From an optimization exercise on the open Yosys and OpenROAD flow, aimed at a short achievable clock period and few clock cycles; shortcuts taken in it are not production practice. The RTL was checked by simulation tests, not by an equivalence proof against the original design. Power is estimated from default activity; no workload was simulated.

==> flow/design.v <==
module cpu(
	output wire [6:0] rom_addr,
	input  wire [7:0] rom_data,
	output wire [7:0]   mem_addr,
	output wire [127:0] mem_sel,
	output wire [7:0]   mem_wdata,
	output wire         mem_we,
	input  wire [7:0]   mem_rdata,
	input  wire         clk, reset
	);
	localparam [7:0] LDA_IMM = 8'h86, LDA_DIR = 8'h87, LDB_IMM = 8'h88, LDB_DIR = 8'h89,
	                 STA_DIR = 8'h96, STB_DIR = 8'h97,
	                 ADD_AB = 8'h42, SUB_AB = 8'h43, AND_AB = 8'h44, OR_AB = 8'h45,
	                 INCA = 8'h46, INCB = 8'h47, DECA = 8'h48, DECB = 8'h49,
	                 XOR_AB = 8'h4A, NOTA = 8'h4B, NOTB = 8'h4C;
	function is_two(input [7:0] o);
		is_two = o == LDA_IMM || o == LDB_IMM || o == LDA_DIR || o == LDB_DIR ||
		         o == STA_DIR || o == STB_DIR || (o[7:4] == 4'h2 && o[3:0] <= 4'h8);
	endfunction
	function cond_of(input [3:0] c, input n, input z, input v, input cy);
		case (c)
			4'h0: cond_of = 1'b1;
			4'h1: cond_of = n;
			4'h2: cond_of = !n;
			4'h3: cond_of = z;
			4'h4: cond_of = !z;
			4'h5: cond_of = v;
			4'h6: cond_of = !v;
			4'h7: cond_of = cy;
			default: cond_of = !cy;
		endcase
	endfunction
	reg [7:0]  ic [0:63];
	reg [63:0] ic2;       
	reg [63:0] it;        
	reg [63:0] iv;
	reg [6:0] fp;        
	reg [6:0] fd;        
	reg       fdv;       
	reg       fdat;      
	reg [6:0] fret;      
	reg       fres;      
	reg [6:0] fpo;
	assign rom_addr = fpo;
	wire rd_two = is_two(rom_data);
	wire wr_ic  = fdv && !fdat;
	always @(posedge clk)
		if (wr_ic) begin
			ic[fd[5:0]]  <= rom_data;
			ic2[fd[5:0]] <= rd_two;
			it[fd[5:0]]  <= fd[6];
		end
	reg [6:0]   PC;
	reg [63:0]  pco;      
	reg [7:0]   A, B;
	reg         N, Z, V, C;
	reg         bt_v;
	reg [6:0]   bt_src, bt_src1, bt_tgt;
	reg [3:0]   bt_cc;
	reg         ev;
	reg [7:0]   eo;         
	reg [127:0] eoh;        
	reg [6:0]   e_pc, e_pc1, e_pc2;
	reg [3:0]   e_cc;
	reg [8:0]   e_cs;       
	reg         e_add, e_sub, e_and, e_or, e_xor, e_inca, e_deca, e_nota,
	            e_incb, e_decb, e_notb;
	reg         e_ldi, e_ld, e_st, e_br, e_b, e_fs, e_pred;
	reg         e_ldr;      
	reg         lok;        
	reg [7:0]   ldat;
	wire [63:0] oh1 = {pco[62:0], pco[63]};
	reg [7:0] op, opr;
	integer i;
	always @(*) begin
		op = 8'd0; opr = 8'd0;
		for (i = 0; i < 64; i = i + 1) begin
			op  = op  | ({8{pco[i]}} & ic[i]);
			opr = opr | ({8{oh1[i]}} & ic[i]);
		end
	end
	wire [63:0] vt  = iv & ~(it ^ {64{PC[6]}});
	wire [63:0] vtw = iv & ~(it ^ {64{!PC[6]}});
	wire [63:0] vt1 = {vtw[0], vt[63:1]};                   
	wire [63:0] rdy  = vt & (~ic2 | vt1);
	wire [63:0] adv1 = pco & rdy & ~ic2;
	wire [63:0] adv2 = pco & rdy & ic2;
	wire [63:0] seq  = {adv1[62:0], adv1[63]} | {adv2[61:0], adv2[63:62]} | (pco & ~rdy);
	wire        go_i = |(pco & rdy);
	wire        opv  = |(pco & vt);
	wire        two  = |(pco & ic2);
	wire o_ldi = op == LDA_IMM || op == LDB_IMM;
	wire o_ld  = op == LDA_DIR || op == LDB_DIR;
	wire o_st  = op == STA_DIR || op == STB_DIR;
	wire o_br  = op[7:4] == 4'h2 && op[3:0] <= 4'h8;
	wire o_fs  = op == ADD_AB || op == SUB_AB || op == AND_AB || op == OR_AB ||
	             op == XOR_AB || op == NOTA || op == INCB || op == DECB || op == NOTB;
	wire pred = bt_v && PC == bt_src && ((ev && e_fs) || cond_of(bt_cc, N, Z, V, C));
	wire [6:0]  pc1   = PC + 7'd1;
	wire [6:0]  pc2   = PC + 7'd2;
	wire [63:0] bt_oh = 64'd1 << bt_tgt[5:0];
	wire       x_rom    = !eo[7];
	wire       x_byp    = fdv && fd == eo[6:0];
	wire [63:0] xoh     = eoh[63:0] | eoh[127:64];
	wire       x_hit    = |(xoh & iv & ~(it ^ {64{eo[6]}}));
	wire       ex_stall = ev && e_ldr && !lok;
	wire       e_take   = |(e_cs & {!C, C, !V, V, !Z, Z, !N, N, 1'b1});
	wire       redir    = ev && e_br && (e_take != e_pred);
	wire [6:0] rd_pc    = e_take ? eo[6:0] : e_pc2;
	wire go = !ex_stall && !redir && go_i;
	wire       bt_set = ev && e_br && e_take && !ex_stall;
	wire       ev_cur = wr_ic && ((fd[5:0] == bt_src[5:0] && fd[6] != bt_src[6]) ||
	                              (fd[5:0] == bt_src1[5:0] && fd[6] != bt_src1[6]));
	wire       ev_new = wr_ic && ((fd[5:0] == e_pc[5:0] && fd[6] != e_pc[6]) ||
	                              (fd[5:0] == e_pc1[5:0] && fd[6] != e_pc1[6]));
	always @(posedge clk) begin
		if (!reset) begin
			bt_v <= 1'b0; bt_src <= 7'd0; bt_src1 <= 7'd0; bt_tgt <= 7'd0; bt_cc <= 4'd0;
		end else begin
			if (bt_set) begin
				bt_src <= e_pc; bt_src1 <= e_pc1; bt_tgt <= eo[6:0]; bt_cc <= e_cc;
			end
			bt_v <= bt_set ? !ev_new : bt_v && !ev_cur;
		end
	end
	always @(posedge clk) begin
		if (!reset) begin
			PC <= 7'd0; pco <= 64'd1;
			ev <= 1'b0; eo <= 8'd0; eoh <= 128'd0;
			e_pc <= 7'd0; e_pc1 <= 7'd0; e_pc2 <= 7'd0; e_cc <= 4'd0; e_cs <= 9'd0;
			{e_add, e_sub, e_and, e_or, e_xor, e_inca, e_deca, e_nota,
			 e_incb, e_decb, e_notb} <= 11'd0;
			{e_ldi, e_ld, e_st, e_br, e_b, e_fs, e_pred, e_ldr} <= 8'd0;
		end else if (!ex_stall) begin
			if (redir) begin
				PC  <= rd_pc;
				pco <= 64'd1 << rd_pc[5:0];
			end else if (pred) begin
				PC  <= bt_tgt;
				pco <= bt_oh;
			end else begin
				if (go) PC <= two ? pc2 : pc1;
				pco <= seq;
			end
			ev     <= go;
			eo     <= opr;
			eoh    <= 128'd1 << opr[6:0];
			e_pc   <= PC;
			e_pc1  <= pc1;
			e_pc2  <= pc2;
			e_cc   <= op[3:0];
			e_cs   <= 9'd1 << op[3:0];
			e_pred <= pred;
			e_add  <= op == ADD_AB;
			e_sub  <= op == SUB_AB;
			e_and  <= op == AND_AB;
			e_or   <= op == OR_AB;
			e_xor  <= op == XOR_AB;
			e_inca <= op == INCA;
			e_deca <= op == DECA;
			e_nota <= op == NOTA;
			e_incb <= op == INCB;
			e_decb <= op == DECB;
			e_notb <= op == NOTB;
			e_ldi  <= o_ldi;
			e_ld   <= o_ld;
			e_ldr  <= o_ld && !opr[7];
			e_st   <= o_st;
			e_br   <= o_br;
			e_b    <= o_st ? op[0] : op[3];
			e_fs   <= o_fs;
		end
	end
	wire [6:0] miss_a = !opv ? PC : pc1;
	wire       soon0  = (fdv && fd == PC)  || fp == PC  || fp + 7'd1 == PC;
	wire       soon1  = (fdv && fd == pc1) || fp == pc1 || fp + 7'd1 == pc1;
	reg        mreq;
	reg  [6:0] ma;
	wire       ma_soon = (fdv && fd == ma) || fp == ma || fp + 7'd1 == ma;
	wire       i_req  = mreq && !ma_soon;
	wire       t_soon = x_byp || fp == eo[6:0];
	wire       t_req  = redir && e_take && !x_hit && !t_soon;
	always @(posedge clk) begin
		if (!reset) begin
			mreq <= 1'b0; ma <= 7'd0;
		end else begin
			mreq <= !ex_stall && !redir && !go_i && (opv ? !soon1 : !soon0);
			ma   <= miss_a;
		end
	end
	wire       x_req  = ex_stall && !x_hit && !x_byp && fp != eo[6:0];
	localparam [6:0] WIN = 7'd44;
	wire [6:0] ahead  = fp - PC;
	wire       hold   = ahead >= WIN && ahead < 7'd100;
	reg [6:0] fp_n;
	always @(*) begin
		if (x_req)
			fp_n = eo[6:0];
		else if (fres)
			fp_n = fret;
		else if (t_req)
			fp_n = eo[6:0];
		else if (i_req)
			fp_n = ma;
		else if (!hold)
			fp_n = fp + 7'd1;
		else
			fp_n = fp;
	end
	always @(posedge clk or negedge reset) begin
		if (!reset) begin
			fpo <= 7'd0; fd <= 7'd0; fdv <= 1'b1;
		end else begin
			fpo <= fp_n;
			fd  <= fp;
			fdv <= 1'b1;
		end
	end
	always @(posedge clk)
		if (!reset) fp <= 7'd0;
		else        fp <= fp_n;
	always @(posedge clk) begin
		if (!reset) begin
			iv <= 64'd0; fret <= 7'd0; fres <= 1'b0; fdat <= 1'b0;
		end else begin
			if (wr_ic) iv[fd[5:0]] <= 1'b1;
			fdat <= x_req;
			if (x_req) begin
				fres <= 1'b1;
				if (!fres) fret <= fp + 7'd1;
			end else
				fres <= 1'b0;
		end
	end
	reg [7:0] icx;
	always @(*) begin
		icx = 8'd0;
		for (i = 0; i < 64; i = i + 1)
			icx = icx | ({8{xoh[i]}} & ic[i]);
	end
	wire [7:0] ldv = e_ldr ? ldat : mem_rdata;
	always @(posedge clk) begin
		if (!reset) begin
			lok <= 1'b0; ldat <= 8'd0;
		end else if (ex_stall) begin
			if (x_hit || x_byp) lok <= 1'b1;
			ldat <= x_hit ? icx : rom_data;
		end else
			lok <= 1'b0;
	end
	wire       x   = ev && !ex_stall;
	assign mem_addr  = eo;
	assign mem_sel   = eoh;
	assign mem_wdata = e_b ? B : A;
	assign mem_we    = x && e_st;
	wire [8:0] add_s  = {1'b0, B} + {1'b0, A};
	wire [7:0] sub_r  = A - B;
	wire [7:0] negb   = 8'd0 - B;
	wire       sub_c  = (A >= B) && (|B);
	wire       sub_v  = (negb[7] == A[7]) && (sub_r[7] != A[7]);
	wire       add_v  = (B[7] == A[7]) && (add_s[7] != A[7]);
	wire [7:0] incb_r = B + 8'd1;
	wire [7:0] decb_r = B - 8'd1;
	reg [7:0] a_n, b_n, f_r;
	reg       a_w, b_w, f_w, v_n, c_n;
	always @(*) begin
		a_n = A; b_n = B; a_w = 1'b0; b_w = 1'b0; f_w = 1'b0;
		f_r = 8'd0; v_n = 1'b0; c_n = 1'b0;
		if (x) begin
			if (e_add) begin
				a_n = add_s[7:0]; a_w = 1'b1; f_w = 1'b1; f_r = add_s[7:0];
				v_n = add_v; c_n = add_s[8];
			end
			if (e_sub) begin
				a_n = sub_r; a_w = 1'b1; b_n = negb; b_w = 1'b1; f_w = 1'b1; f_r = sub_r;
				v_n = sub_v; c_n = sub_c;
			end
			if (e_and) begin a_n = A & B; a_w = 1'b1; f_w = 1'b1; f_r = A & B; end
			if (e_or)  begin a_n = A | B; a_w = 1'b1; f_w = 1'b1; f_r = A | B; end
			if (e_xor) begin a_n = A ^ B; a_w = 1'b1; f_w = 1'b1; f_r = A ^ B; end
			if (e_inca) begin a_n = A + 8'd1; a_w = 1'b1; b_n = A; b_w = 1'b1; end
			if (e_deca) begin a_n = A - 8'd1; a_w = 1'b1; b_n = A; b_w = 1'b1; end
			if (e_nota) begin
				a_n = ~A; a_w = 1'b1; b_n = A; b_w = 1'b1; f_w = 1'b1; f_r = ~A;
			end
			if (e_incb) begin
				b_n = incb_r; b_w = 1'b1; f_w = 1'b1; f_r = incb_r;
				v_n = !B[7] && incb_r[7]; c_n = B == 8'hFF;
			end
			if (e_decb) begin
				b_n = decb_r; b_w = 1'b1; f_w = 1'b1; f_r = decb_r;
				v_n = B[7] && !decb_r[7]; c_n = B == 8'h00;
			end
			if (e_notb) begin b_n = ~B; b_w = 1'b1; f_w = 1'b1; f_r = ~B; end
			if (e_ldi) begin
				if (e_b) begin b_n = eo; b_w = 1'b1; end
				else     begin a_n = eo; a_w = 1'b1; end
			end
			if (e_ld) begin
				if (e_b) begin b_n = ldv; b_w = 1'b1; end
				else     begin a_n = ldv; a_w = 1'b1; end
			end
		end
	end
	always @(posedge clk) begin
		if (!reset) begin
			A <= 8'd0; B <= 8'd0;
			N <= 1'b0; Z <= 1'b0; V <= 1'b0; C <= 1'b0;
		end else begin
			if (a_w) A <= a_n;
			if (b_w) B <= b_n;
			if (f_w) begin
				N <= f_r[7]; Z <= f_r == 8'd0; V <= v_n; C <= c_n;
			end
		end
	end
endmodule
module port_out8_sync(
	output reg [127:0] port_out,
	input  wire [15:0] sel,
	input  wire [7:0]  data_in,
	input  wire        write, clk, reset
	);
	integer i;
	always @(posedge clk)
		for (i = 0; i < 16; i = i + 1)
			if (!reset)
				port_out[8*i +: 8] <= 8'h00;
			else if (write && sel[i])
				port_out[8*i +: 8] <= data_in;
endmodule
module rw_96x8_sync(
	output wire [767:0] words,
	input  wire [95:0]  sel,
	input  wire         WE,
	input  wire [7:0]   data_in,
	input  wire         clk
	);
	reg [7:0] RW [0:95];
	genvar g;
	generate
		for (g = 0; g < 96; g = g + 1) begin : w
			always @(posedge clk)
				if (WE && sel[g])
					RW[g] <= data_in;
			assign words[8*g +: 8] = RW[g];
		end
	endgenerate
endmodule
module memory(
	output wire [127:0] port_out,
	output reg  [7:0]   data_out,
	input  wire [127:0] port_in,
	input  wire [7:0]   address,
	input  wire [127:0] sel,
	input  wire [7:0]   data_in,
	input  wire         write, clk, reset
	);
	wire [767:0] ram_words;
	integer i;
	always @(*) begin
		data_out = 8'd0;
		for (i = 0; i < 96; i = i + 1)
			data_out = data_out | ({8{sel[i]}} & ram_words[8*i +: 8]);
		for (i = 0; i < 16; i = i + 1)
			data_out = data_out | ({8{sel[112 + i]}} & port_in[8*i +: 8]);
	end
	port_out8_sync port_out_sync(
		.port_out(port_out),
		.sel(sel[111:96]),
		.data_in(data_in),
		.write(write && address[7]),
		.clk(clk),
		.reset(reset)
	);
	rw_96x8_sync rw_sync(
		.words(ram_words),
		.sel(sel[95:0]),
		.WE(write && address[7]),
		.data_in(data_in),
		.clk(clk)
	);
endmodule
module computer(
	output wire [7:0] port_out_00,
	output wire [7:0] port_out_01,
	output wire [7:0] port_out_02,
	output wire [7:0] port_out_03,
	output wire [7:0] port_out_04,
	output wire [7:0] port_out_05,
	output wire [7:0] port_out_06,
	output wire [7:0] port_out_07,
	output wire [7:0] port_out_08,
	output wire [7:0] port_out_09,
	output wire [7:0] port_out_10,
	output wire [7:0] port_out_11,
	output wire [7:0] port_out_12,
	output wire [7:0] port_out_13,
	output wire [7:0] port_out_14,
	output wire [7:0] port_out_15,
	input wire [7:0] port_in_00,
	input wire [7:0] port_in_01,
	input wire [7:0] port_in_02,
	input wire [7:0] port_in_03,
	input wire [7:0] port_in_04,
	input wire [7:0] port_in_05,
	input wire [7:0] port_in_06,
	input wire [7:0] port_in_07,
	input wire [7:0] port_in_08,
	input wire [7:0] port_in_09,
	input wire [7:0] port_in_10,
	input wire [7:0] port_in_11,
	input wire [7:0] port_in_12,
	input wire [7:0] port_in_13,
	input wire [7:0] port_in_14,
	input wire [7:0] port_in_15,
	output wire [6:0] rom_addr,
	input wire [7:0] rom_data,
	input wire clk, reset
	);
	wire [7:0] address, to_memory, from_memory;
	wire write;
	wire [127:0] port_out, port_in, sel;
	assign port_out_00 = port_out[7:0];
	assign port_out_01 = port_out[15:8];
	assign port_out_02 = port_out[23:16];
	assign port_out_03 = port_out[31:24];
	assign port_out_04 = port_out[39:32];
	assign port_out_05 = port_out[47:40];
	assign port_out_06 = port_out[55:48];
	assign port_out_07 = port_out[63:56];
	assign port_out_08 = port_out[71:64];
	assign port_out_09 = port_out[79:72];
	assign port_out_10 = port_out[87:80];
	assign port_out_11 = port_out[95:88];
	assign port_out_12 = port_out[103:96];
	assign port_out_13 = port_out[111:104];
	assign port_out_14 = port_out[119:112];
	assign port_out_15 = port_out[127:120];
	assign port_in = {port_in_15, port_in_14, port_in_13, port_in_12, port_in_11, port_in_10, port_in_09, port_in_08, port_in_07, port_in_06, port_in_05, port_in_04, port_in_03, port_in_02, port_in_01, port_in_00};
	cpu cpu_1(
		.rom_addr(rom_addr),
		.rom_data(rom_data),
		.mem_addr(address),
		.mem_sel(sel),
		.mem_wdata(to_memory),
		.mem_we(write),
		.mem_rdata(from_memory),
		.clk(clk),
		.reset(reset)
	);
	memory memory_1(
		.port_out(port_out),
		.data_out(from_memory),
		.port_in(port_in),
		.address(address),
		.sel(sel),
		.data_in(to_memory),
		.write(write),
		.clk(clk),
		.reset(reset)
	);
endmodule
==> flow/run.sh <==
#!/bin/bash
# synth_recipe.tcl (not shown) runs the flow's synth.tcl, then flattens the netlist and writes it again
# the make line also repeats each setting of config.mk as NAME=value (left out here)
make -C /OpenROAD-flow-scripts/flow DESIGN_CONFIG=/design/flow/config.mk WORK_HOME=/design/flow/orfs CLKGATE_MAP_FILE= SYNTH_SCRIPT=/design/flow/synth_recipe.tcl finish
==> flow/config.mk <==
export PLATFORM = sky130hd
export DESIGN_NAME = computer
export DESIGN_NICKNAME = computer
export VERILOG_FILES = /design/flow/design.v
export SDC_FILE = /design/flow/constraint.sdc
export NUM_CORES = 4
export LEC_CHECK = 0
export ABC_CLOCK_PERIOD_IN_PS = 2500
export CAP_MARGIN = 20
export CORE_MARGIN = 2
export CORE_UTILIZATION = 35
export PLACE_DENSITY = 0.45
export SETUP_SLACK_MARGIN = 5
export SLEW_MARGIN = 20
==> flow/constraint.sdc <==
create_clock -name core_clock -period 8.0 [get_ports {clk}]
set_input_delay 1.6000 -clock core_clock [delete_from_list [all_inputs] [get_ports {clk}]]
set_output_delay 1.6000 -clock core_clock [all_outputs]
set_load 0.01 [all_outputs]
==> flow_metrics.tcl, run 1 <==
set metrics [dict create \
    die_x_um 512 \
    async_flop_share 0.00717 \
    synth_nets 8157 \
    synth_ff_type "edfxtp_1" \
    wl_um 638000 \
    hold_buffers 0 \
    slew_violations 13 \
    synthCells 7973 \
    finalSetupViolations 0 \
    gr-total-overflow 0 \
    layout-drive-gt1-share 0.261 \
    antenna_found_initial 68 \
    tritoncts "yes" \
    avgRoutedWirePerCell_um 51.9 \
    numCtsBuffers 227 \
    grt_first_pass_wirelength_um 809000 \
    fill_cells 23800 \
    synth_cell_types 97 \
    rsz0062_at_grt "yes" \
    so.violations "max-slew violations" \
    hpwl_um 430000 \
    clkTransAtPathRegs_ps 60 \
    cap_violations 0 \
    cts-root-buf "clkbuf_16" \
    grt_max_degree 149 \
    min_path_type "reg -> reg" \
    synth_edf_count 1408 \
    cp.arrival_ps 4110 \
    synth.yosys.warnings 5 \
    nNetsFinal 8827 \
    syn_to_final_growth_pct 28.6 \
    fin_setup_tns_ps 0 \
    drtIter0Drc 16800 \
    rows 186 \
    drt_pre_antenna_iters 12 \
    yosysMostFrequentCell "edfxtp_1" \
    ys_top_cells_by_area "edfxtp_1 47%, dfxtp_1 12%, a22o_1 5.2%" \
    avgSynthCellArea_um2 11.3 \
    via_count 89700 \
    synth_area_leader_cell "edfxtp_1" \
    synthTopCellsByCount "1,408 x edfxtp_1, 574 x nand2_1, 543 x nor2_1" \
    ys_seq_area_frac 0.589 \
    path_max_fanout 12 \
    fin_crit_ps 3320 \
    dieHeight_um 512 \
    timing.fmax_mhz 301 \
    cts_max_level 4 \
    viasPerCell 7.29 \
    synth-seq-cells 1952 \
    place_area_um2 98100 \
    die_area_um2 262000 \
    gp_routability_congestion 1.08 \
    hold_viol 0 \
    end_kind "flop" \
    final_area_um2 116000 \
    slew_headroom -0.00775 \
    port-buffer-count 272 \
    ant_nets 0 \
    start_util 0.352 \
    worstSetupStartpointType "flop" \
    clock_sinks 1952 \
    period_share 0.415 \
    num_io_pins 273 \
    synth_area_um2 90300 \
    status "complete, but fails checks" \
    cp_data_required_time_ps 8790 \
    yosysTopAreaCellShare 0.468 \
    clk_path_buf_depth 4 \
    vdd_ir_drop_max_v 0.000185 \
    coreArea_um2 257000 \
    power_density_nw_per_um2 258 \
    grt_usage 0.467 \
    clk_latency_ps 980 \
    skew_ps 120 \
    path_class "reg -> reg" \
    drc 0 \
    tightest_slew_ps 1510 \
    grt_pass1_vias 78900 \
    leakagePower_uw 0.0409 \
]
-- logic make-up (layout without fill, tap and decap cells) --
family / Yosys count / after routing / share of synthesized area
adder cells (fa/ha/maj): 47 / 47 / 0.00673
AND/OR/NAND/NOR: 2083 / 2083 / 0.111
XOR/XNOR: 258 / 258 / 0.0250
other: 0 / 91 / 0
AO/OA/AOI/OAI: 2765 / 2765 / 0.224
buffers and inverters: 806 / 1660 / 0.0365
flip-flops: 1952 / 1952 / 0.589
multiplexers: 62 / 62 / 0.00734
-- power by group --
part	leakage, uW	switching, uW	internal (uW)
Sequential	0.0186	931	11200
Clock	0.00360	4570	6090
Combinational	0.0187	4790	2380
-- registers in the layout, indices dropped and copies added (netlist names), 8 cells and up --
signal and cells:
cpu_1.B 8, cpu_1.ic 512, cpu_1.it 64, memory_1.rw_sync.RW 768
cpu_1.iv 64, cpu_1.e_cs 9, cpu_1.ldat 8, memory_1.port_out_sync.port_out 128
cpu_1.eo 8, cpu_1.A 8, cpu_1.eoh 128, cpu_1.ic2 64
cpu_1.pco 64
-- per-layer routing --
metal	part of all wire	vias to the layer above	GRT usage
li1	-	32900	-
met1	0.36	45300	0.576
met2	0.39	8767	0.629
met3	0.16	2628	0.235
met4	0.089	43	0.317
met5	0.0014	-	0.00877
-- stage by stage --
| stage | worst slack [ps] | util | power (uW) | hold slack (ps) | cells |
|---|---|---|---|---|---|
| floorplan | 4660 | - | 14300 | 329 | 7973 |
| global placement | 2260 | 0.382 | 17400 | 434 | 11400 |
| detailed placement | 2570 | 0.382 | 17400 | 437 | 11400 |
| CTS | 4860 | 0.437 | 29000 | 446 | 12000 |
| global route | 4750 | 0.452 | 30300 | 464 | 12200 |
| finish | 4680 | 0.453 | 30000 | 444 | 12300 |
-- final timing paths --
check / startpoint / to / slack (ps) / depth (start not counted)
max: cpu_1.pco[18] / cpu_1.e_incb / 4680 / 8
min: cpu_1.e_cc[3] / cpu_1.e_cc[3] / 440 / 2
max reg2reg: cpu_1.pco[18] / cpu_1.e_incb / 4680 / 8
min reg2reg: cpu_1.e_cc[3] / cpu_1.e_cc[3] / 440 / 2
max in group asynchronous: reset / cpu_1.fd[3] / 6520 / 2
min in group asynchronous: reset / cpu_1.fpo[1] / 1010 / 2
-- worst max-delay path, cell delays in order (launching register included) --
cell      delay [ps]
dfxtp_1          310
buf_4            260
a22o_1           270
a221oi_1         360
nand4_1          170
or4_4            720
or4b_4           670
buf_4            180
o32ai_2          220
-- placed cells by master, fill, tap and decap left out, drive strengths merged, types with 135 or more instances in the layout --
| master | count |
|---|---|
| buf | 974 |
| nand3 | 179 |
| o21ai | 380 |
| xor2 | 137 |
| nand2 | 574 |
| nand4 | 224 |
| clkbuf | 311 |
| a221oi | 440 |
| edfxtp | 1408 |
| a211oi | 205 |
| and2 | 135 |
| dfxtp | 530 |
| nor2 | 543 |
| a21oi | 414 |
| a22oi | 406 |
| a22o | 541 |
-- repair_timing --
item / in CTS / in global routing
endpoints found under the setup margin: 1727 / 523
buffers inserted: 243 / 165
gates resized for setup: 1698 / 491
pin swaps: 194 / 238
gates cloned: 11 / 5
-- area by class of cell --
type                       instances  area, um2  share of cell area
sequential                      1952      53500               0.461
clock buffer                     303       6310              0.0543
inverter                         135        588             0.00506
tap                             3384       4230              0.0365
clock inverter                   110       1070             0.00925
multi-input combinational       5215      38800               0.334
timing repair buffer            1112      11400              0.0985
antenna                           91        228             0.00196
Testbench counts, summed over its fixed seeds: cycles 44,847.
==> inputs of run 2 (changes only) <==
==> flow/config.mk (replaced) <==
export PLATFORM = sky130hd
export DESIGN_NAME = computer
export DESIGN_NICKNAME = computer
export VERILOG_FILES = /design/flow/design.v
export SDC_FILE = /design/flow/constraint.sdc
export NUM_CORES = 4
export LEC_CHECK = 0
export CAP_MARGIN = 40
export CORE_MARGIN = 2
export CORE_UTILIZATION = 35
export PLACE_DENSITY = 0.45
export SETUP_SLACK_MARGIN = 5
export SLEW_MARGIN = 40
==> run 2 against run 1 <==
Effect of this change:
- now clean on timing, DRC and antenna
- die area unchanged
- combinational power increased by 2.8%
- clock skew decreased by 14 ps
- clock-buffer cell count decreased by 6
- first-iteration DRC count increased by 4.1%
- via count increased by 0.40%
- sequential power about the same
- total power decreased by 0.53%
- worst hold slack improved by 2.6 ps
==> flow_metrics.tcl, run 2 <==
set metrics [dict create \
    fin_crit_ps 3270 \
    avgSynthCellArea_um2 11.3 \
    dieHeight_um 512 \
    grt_usage 0.467 \
    die_x_um 512 \
    critPathTopFamily "simple AND/OR/NAND/NOR gates" \
    hold_buffers 0 \
    path_max_fanout 20 \
    ys_seq_area_frac 0.589 \
    synthTopCellsByCount "1,408 x edfxtp_1, 574 x nand2_1, 543 x nor2_1" \
    final_cells 12300 \
    cp_slowest_cell "or4_4" \
    synth_edf_count 1408 \
    end_kind "flop" \
    clk_latency_ps 990 \
    synth_ff_type "edfxtp_1" \
    synth_nets 8157 \
    tritoncts "yes" \
    port-buffer-count 272 \
    cp_data_required_time_ps 8820 \
    syn_to_final_growth_pct 29.3 \
    worstSetupStartpointType "flop" \
    slowest_delay_ps 750 \
    numCtsBuffers 224 \
    die_area_um2 262000 \
    path_class "reg -> reg" \
    cp.arrival_ps 4090 \
    rsz0062_at_grt "yes" \
    min_path_type "reg -> reg" \
    path_cells "buf_8, a22o_1, a221oi_2, nand4_1, or4_4, or4b_4, nor4b_4, a21oi_1, nor2_1" \
    grt_max_degree 149 \
    top_register "memory_1.rw_sync.RW" \
    largest_register_ffs 768 \
    synth_area_leader_cell "edfxtp_1" \
    status "no timing/DRC/antenna violations" \
    most-common-layout-cells "1,408 x edfxtp_1, 608 x buf_4, 535 x a22o_1" \
    synth-seq-cells 1952 \
    clock_sinks 1952 \
    viasPerCell 7.29 \
    start_util 0.352 \
    drtIter0Drc 17400 \
    finalSetupViolations 0 \
    slew_headroom 0.341 \
    power_density_nw_per_um2 255 \
    synth.yosys.warnings 5 \
    yosysMostFrequentCell "edfxtp_1" \
    grt_pass1_vias 78700 \
    timing.fmax_mhz 306 \
    layout_commonest_cell "edfxtp_1" \
    rows 186 \
    period_share 0.408 \
    ys_top_cells_by_area "edfxtp_1 47%, dfxtp_1 12%, a22o_1 5.2%" \
    post-route-util 0.455 \
    synthCells 7973 \
    clk_path_buf_depth 4 \
    vdd_ir_drop_max_v 0.000183 \
    nNetsFinal 8881 \
    gr-total-overflow 0 \
    skew_ps 106 \
    drc 0 \
    num_io_pins 273 \
    hpwl_um 433000 \
    ant_nets 0 \
    clkTransAtPathRegs_ps 60 \
    gp_routability_congestion 1.08 \
    fin_setup_tns_ps 0 \
    yosysTopAreaCellShare 0.468 \
    via_count 90000 \
    tightest_slew_ps 988 \
    async_flop_share 0.00717 \
    wl_um 641000 \
    drt_pre_antenna_iters 14 \
    avgRoutedWirePerCell_um 51.9 \
    slew_violations 0 \
    leakagePower_uw 0.0411 \
    placed_cells 11400 \
    antenna_found_initial 83 \
    path_buf_inv 1 \
    coreArea_um2 257000 \
    synth_area_um2 90300 \
    cts_max_level 4 \
    hold_viol 0 \
    cts-root-buf "clkbuf_16" \
    layout-drive-gt1-share 0.271 \
    synth_cell_types 97 \
    grt_first_pass_wirelength_um 810000 \
    cap_violations 0 \
]
==> run 2: cell counts after synthesis <==
No cell type changed its count.
==> run 2: layout make-up <==
| cell class | instances | area (um2) |
|---|---|---|
| multi-input combinational | 5216 | 39000 |
| clock buffer | 297 | 6070 |
| inverter | 135 | 597 |
| fill | 23600 | 140000 |
| timing repair buffer | 1168 | 12300 |
| antenna | 95 | 238 |
| sequential | 1952 | 53500 |
| clock inverter | 99 | 952 |
| tap | 3384 | 4230 |
==> run 2: routing by layer <==
layer  vias to the layer above  routed length [um]  global-route usage
met1                     45500              234000               0.580
met2                      8945              251000               0.634
met5                         -                 825              0.0210
met3                      2510               99200               0.230
met4                        32               55500               0.304
li1                      33000                   -                   -
==> run 2: cells by family (layout without fill, tap and decap cells) <==
family,count (synthesis),after routing,share of synthesized area
buffers and inverters,806,1699,0.0365
other,0,95,0
XOR/XNOR,258,258,0.0250
AND/OR/NAND/NOR,2083,2084,0.111
multiplexers,62,62,0.00734
AO/OA/AOI/OAI,2765,2765,0.224
adder cells (fa/ha/maj),47,47,0.00673
flip-flops,1952,1952,0.589
==> run 2: power by group <==
part	total [uW]	leakage (uW)	internal, uW	switching [uW]
Clock	10300	0.00344	5760	4550
Sequential	12100	0.0186	11200	925
Combinational	7380	0.0190	2550	4840
Total	29800	0.0411	19500	10300
==> run 2: worst register-to-register path: stages, from the launching register on <==
cell	delay, ps
dfxtp_1	310
buf_8	210
a22o_1	430
a221oi_2	190
nand4_1	200
or4_4	750
or4b_4	680
nor4b_4	230
a21oi_1	60
nor2_1	110
==> run 2: path summary, 6_finish.rpt <==
kind / from / to / slack, ps / cells after the start
worst min register to register: cpu_1.e_cc[3] / cpu_1.e_cc[3] / 450 / 2
min in group asynchronous: reset / cpu_1.fpo[1] / 1100 / 2
max in group asynchronous: reset / cpu_1.fd[6] / 6450 / 2
worst max-delay path: cpu_1.pco[44] / cpu_1.e_xor / 4730 / 9
worst max register to register: cpu_1.pco[44] / cpu_1.e_xor / 4730 / 9
worst min-delay path: cpu_1.e_cc[3] / cpu_1.e_cc[3] / 450 / 2
==> run 2: per-stage QoR <==
stage	total power [uW]	hold WS (ps)	worst slack (ps)	cell area [um2]
global route	30100	466	4810	117000
global placement	17400	434	2260	98000
CTS	28600	447	4840	112000
detailed placement	17400	437	3220	98800
floorplan	14300	329	4660	90400
finish	29800	446	4730	117000
==> run 2: repair_timing <==
action                     4_1_cts  5_1_grt
gates resized for setup       1615      594
pin swaps                      158      276
gates cloned                    13       13
setup buffers                  191      235
setup endpoints to repair     1492      534
==> inputs of run 3 (changes only) <==
--- a/flow/config.mk
+++ b/flow/config.mk
@@ -7,7 +7,7 @@
 export LEC_CHECK = 0
 export CAP_MARGIN = 40
 export CORE_MARGIN = 2
-export CORE_UTILIZATION = 35
-export PLACE_DENSITY = 0.45
+export CORE_UTILIZATION = 40
+export PLACE_DENSITY = 0.5
 export SETUP_SLACK_MARGIN = 5
 export SLEW_MARGIN = 40
==> run 3 against run 2 <==
Effect of this change:
- largest power group unchanged
- die area shrank 12%
- first-iteration DRC count increased by 8.3%
- final cell count decreased by 2.8%
- routed wire length shrank 2.5%
- design area decreased by 0.50%
- utilization grew 6.2 points
- sequential share of layout area increased by 0.23 points
- clock-buffer cell count is 22 lower
- synthesized cell count stayed put
==> flow_metrics.tcl, run 3 <==
set metrics [dict create \
    timing.hold.ws_ps 449 \
    slew_violations 0 \
    start_util 0.402 \
    synth_ff_type "edfxtp_1" \
    p_comb_frac 0.251 \
    hold_buffers 0 \
    wl_um 625000 \
    drtIter0Drc 18900 \
    path_class "reg -> reg" \
    fin_total_pwr_uw 29600 \
    fill_cells 19900 \
    hpwl_um 418000 \
    syn_to_final_growth_pct 28.7 \
    intPower_uw 19200 \
    async_flop_share 0.00717 \
    status "no timing/DRC/antenna violations" \
    grt_max_degree 100 \
    layout_commonest_cell "edfxtp_1" \
    via_count 91600 \
    coreArea_um2 225000 \
    ys_seq_area_frac 0.589 \
    power_density_nw_per_um2 254 \
    viasPerCell 7.64 \
    leakagePower_uw 0.0411 \
    period_share 0.415 \
    synth_area_leader_cell "edfxtp_1" \
    cts-root-buf "clkbuf_16" \
    multiInputGateArea_um2 38700 \
    clkTransAtPathRegs_ps 60 \
    min_path_type "reg -> reg" \
    synth_area_um2 90300 \
    cts_max_level 4 \
    fin_setup_tns_ps 0 \
    vdd_ir_drop_max_v 0.000225 \
    yosysMostFrequentCell "edfxtp_1" \
    yosysTopAreaCellShare 0.468 \
    clock_sinks 1952 \
    die_area_um2 230000 \
    p_sw_frac 0.350 \
    numCtsBuffers 210 \
    pwr-share-clk 0.342 \
    tightest_slew_ps 964 \
    num_io_pins 273 \
    nNetsFinal 8919 \
    ant_nets 0 \
    synth.yosys.warnings 5 \
    rows 174 \
    rsz0062_at_grt "yes" \
    most-common-layout-cells "1,408 x edfxtp_1, 593 x buf_4, 537 x a22o_1" \
    grt_usage 0.522 \
    clk_latency_ps 960 \
    ys_top_cells_by_area "edfxtp_1 47%, dfxtp_1 12%, a22o_1 5.2%" \
    pre_cts_slack_ps 3080 \
    dieHeight_um 479 \
    drc 0 \
    hold_viol 0 \
    slew_headroom 0.356 \
    grt_pass1_vias 80100 \
    synth_nets 8157 \
    gr-total-overflow 0 \
    cap_violations 0 \
    die_x_um 479 \
    layout-drive-gt1-share 0.271 \
    synthTopCellsByCount "1,408 x edfxtp_1, 574 x nand2_1, 543 x nor2_1" \
    drt_pre_antenna_iters 13 \
    synth-seq-cells 1952 \
    port-buffer-count 272 \
    end_kind "flop" \
    setup_slack_ps 4680 \
    cp.arrival_ps 4150 \
    grt_first_pass_wirelength_um 794000 \
    synthCells 7973 \
    synth_cell_types 97 \
    avgRoutedWirePerCell_um 52.1 \
    gp_routability_congestion 1.08 \
    largest_register_ffs 768 \
    tritoncts "yes" \
    clk_path_buf_depth 3 \
    cp_data_required_time_ps 8830 \
    avgSynthCellArea_um2 11.3 \
    timing.fmax_mhz 302 \
    top_register "memory_1.rw_sync.RW" \
    p_seq_frac 0.408 \
    skew_ps 109 \
    finalSetupViolations 0 \
    worstSetupStartpointType "flop" \
    regArea_um2 53500 \
    antenna_found_initial 80 \
    switchingPower_uw 10400 \
    synth_edf_count 1408 \
    fin_crit_ps 3320 \
    path_max_fanout 24 \
]
-- run 3: cell families (layout without fill, tap and decap cells) --
group	Yosys count	count (layout)	synth area share
AOI/OAI and AO/OA	2765	2765	0.224
xor gates and xnor gates	258	258	0.0250
adders and majority gates	47	47	0.00673
buffers and inverters	806	1752	0.0365
DFF	1952	1952	0.589
muxes	62	62	0.00734
other	0	85	0
and+or+nand+nor	2083	2086	0.111
-- run 3: what timing repair did --
action                                  4_1_cts  5_1_grt
cloned                                       16        8
setup buffers                               261      190
endpoints found under the setup margin     1611      454
resized for setup                          1545      566
pin swaps                                   162      244
-- run 3: final timing paths --
path | slack [ps] | endpoint | depth (start not counted) | start
setup / recovery | 4680 | cpu_1.e_xor | 9 | cpu_1.pco[13]
hold / removal | 450 | cpu_1.e_cc[3] | 2 | cpu_1.e_cc[3]
setup reg to reg | 4680 | cpu_1.e_xor | 9 | cpu_1.pco[13]
hold reg to reg | 450 | cpu_1.e_cc[3] | 2 | cpu_1.e_cc[3]
max in group asynchronous | 6530 | cpu_1.fd[6] | 2 | reset
min in group asynchronous | 1090 | cpu_1.fpo[3] | 2 | reset
-- run 3: through the flow --
step                cell area [um2]  cells   util
finish                       116000  12000  0.517
global route                 116000  11900  0.517
CTS                          112000  11700  0.496
detailed placement            98500  11000  0.438
global placement              97600  11000  0.434
floorplan                     90400   7973      -
-- run 3: layout make-up --
| class | instances | area share |
|---|---|---|
| Antenna cell | 85 | 0.00183 |
| Clock buffer | 275 | 0.0487 |
| Clock inverter | 124 | 0.0116 |
| Inverter | 135 | 0.00516 |
| Multi-Input combinational cell | 5218 | 0.333 |
| Sequential cell | 1952 | 0.460 |
| Tap cell | 2992 | 0.0322 |
| Timing Repair Buffer | 1218 | 0.107 |
-- run 3: layer usage --
layer	wire, um	global-route usage	vias up
li1	-	-	33100
met1	216000	0.628	45400
met2	238000	0.685	10100
met3	107000	0.298	3015
met4	61400	0.383	64
met5	1960	0.0172	-
-- run 3: worst max-delay path, cell delays in order (launching register included) --
cell and delay (ps):
dfxtp_1 320, buf_12 180, a22o_1 310, a221oi_2 190, nand4_1 320, or4_4 760, or4b_4 660, nor4b_4 280
a21oi_1 60, nor2_1 120
-- run 3: power groups by stage --
stage          sequential (uW)  combinational (uW)  clock (uW)
5_1_grt                  12000                7340       10400
4_1_cts                  12000                6350       10000
6_report                 12100                7410       10100
3_3_place_gp             12200                5100           0
3_5_place_dp             12200                5200           0
2_1_floorplan            11700                2660           0

==> afterwards: timing with drivers on the ports <==
In the flow no input, the clock included, has a driving cell. The finished layouts below were timed again as built, in two steps. Step 1 (the two cells are an assumption about what drives the block):
set clk [get_ports {clk}]
set_driving_cell -lib_cell sky130_fd_sc_hd__clkbuf_16 $clk
set_driving_cell -lib_cell sky130_fd_sc_hd__buf_2 [delete_from_list [all_inputs] $clk]
Step 2 moves the port delays by t, midway between the first and last clock arrival at a register: inputs arrive t later, outputs are due t later. That takes back most of the time a late clock gives input paths. Slacks: no drivers / after step 1 / after step 2; pairs: no drivers / after step 1.
run | shift t [ns] | slack for setup (ns) | latest minus earliest clock arrival (ns) | slew at the worst register clock pin (ns)
run 1 | 1.006 | 4.679 / 4.679 / 3.995 | 0.129 / 0.129 | 0.07 / 0.07
run 2 | 1.020 | 4.732 / 4.732 / 3.909 | 0.131 / 0.131 | 0.07 / 0.07
run 3 | 0.988 | 4.684 / 4.684 / 3.942 | 0.137 / 0.137 | 0.08 / 0.08
The setup slack of run 2, which loses most, moves by 0.000 ns with the drivers and by -0.823 ns with both steps.
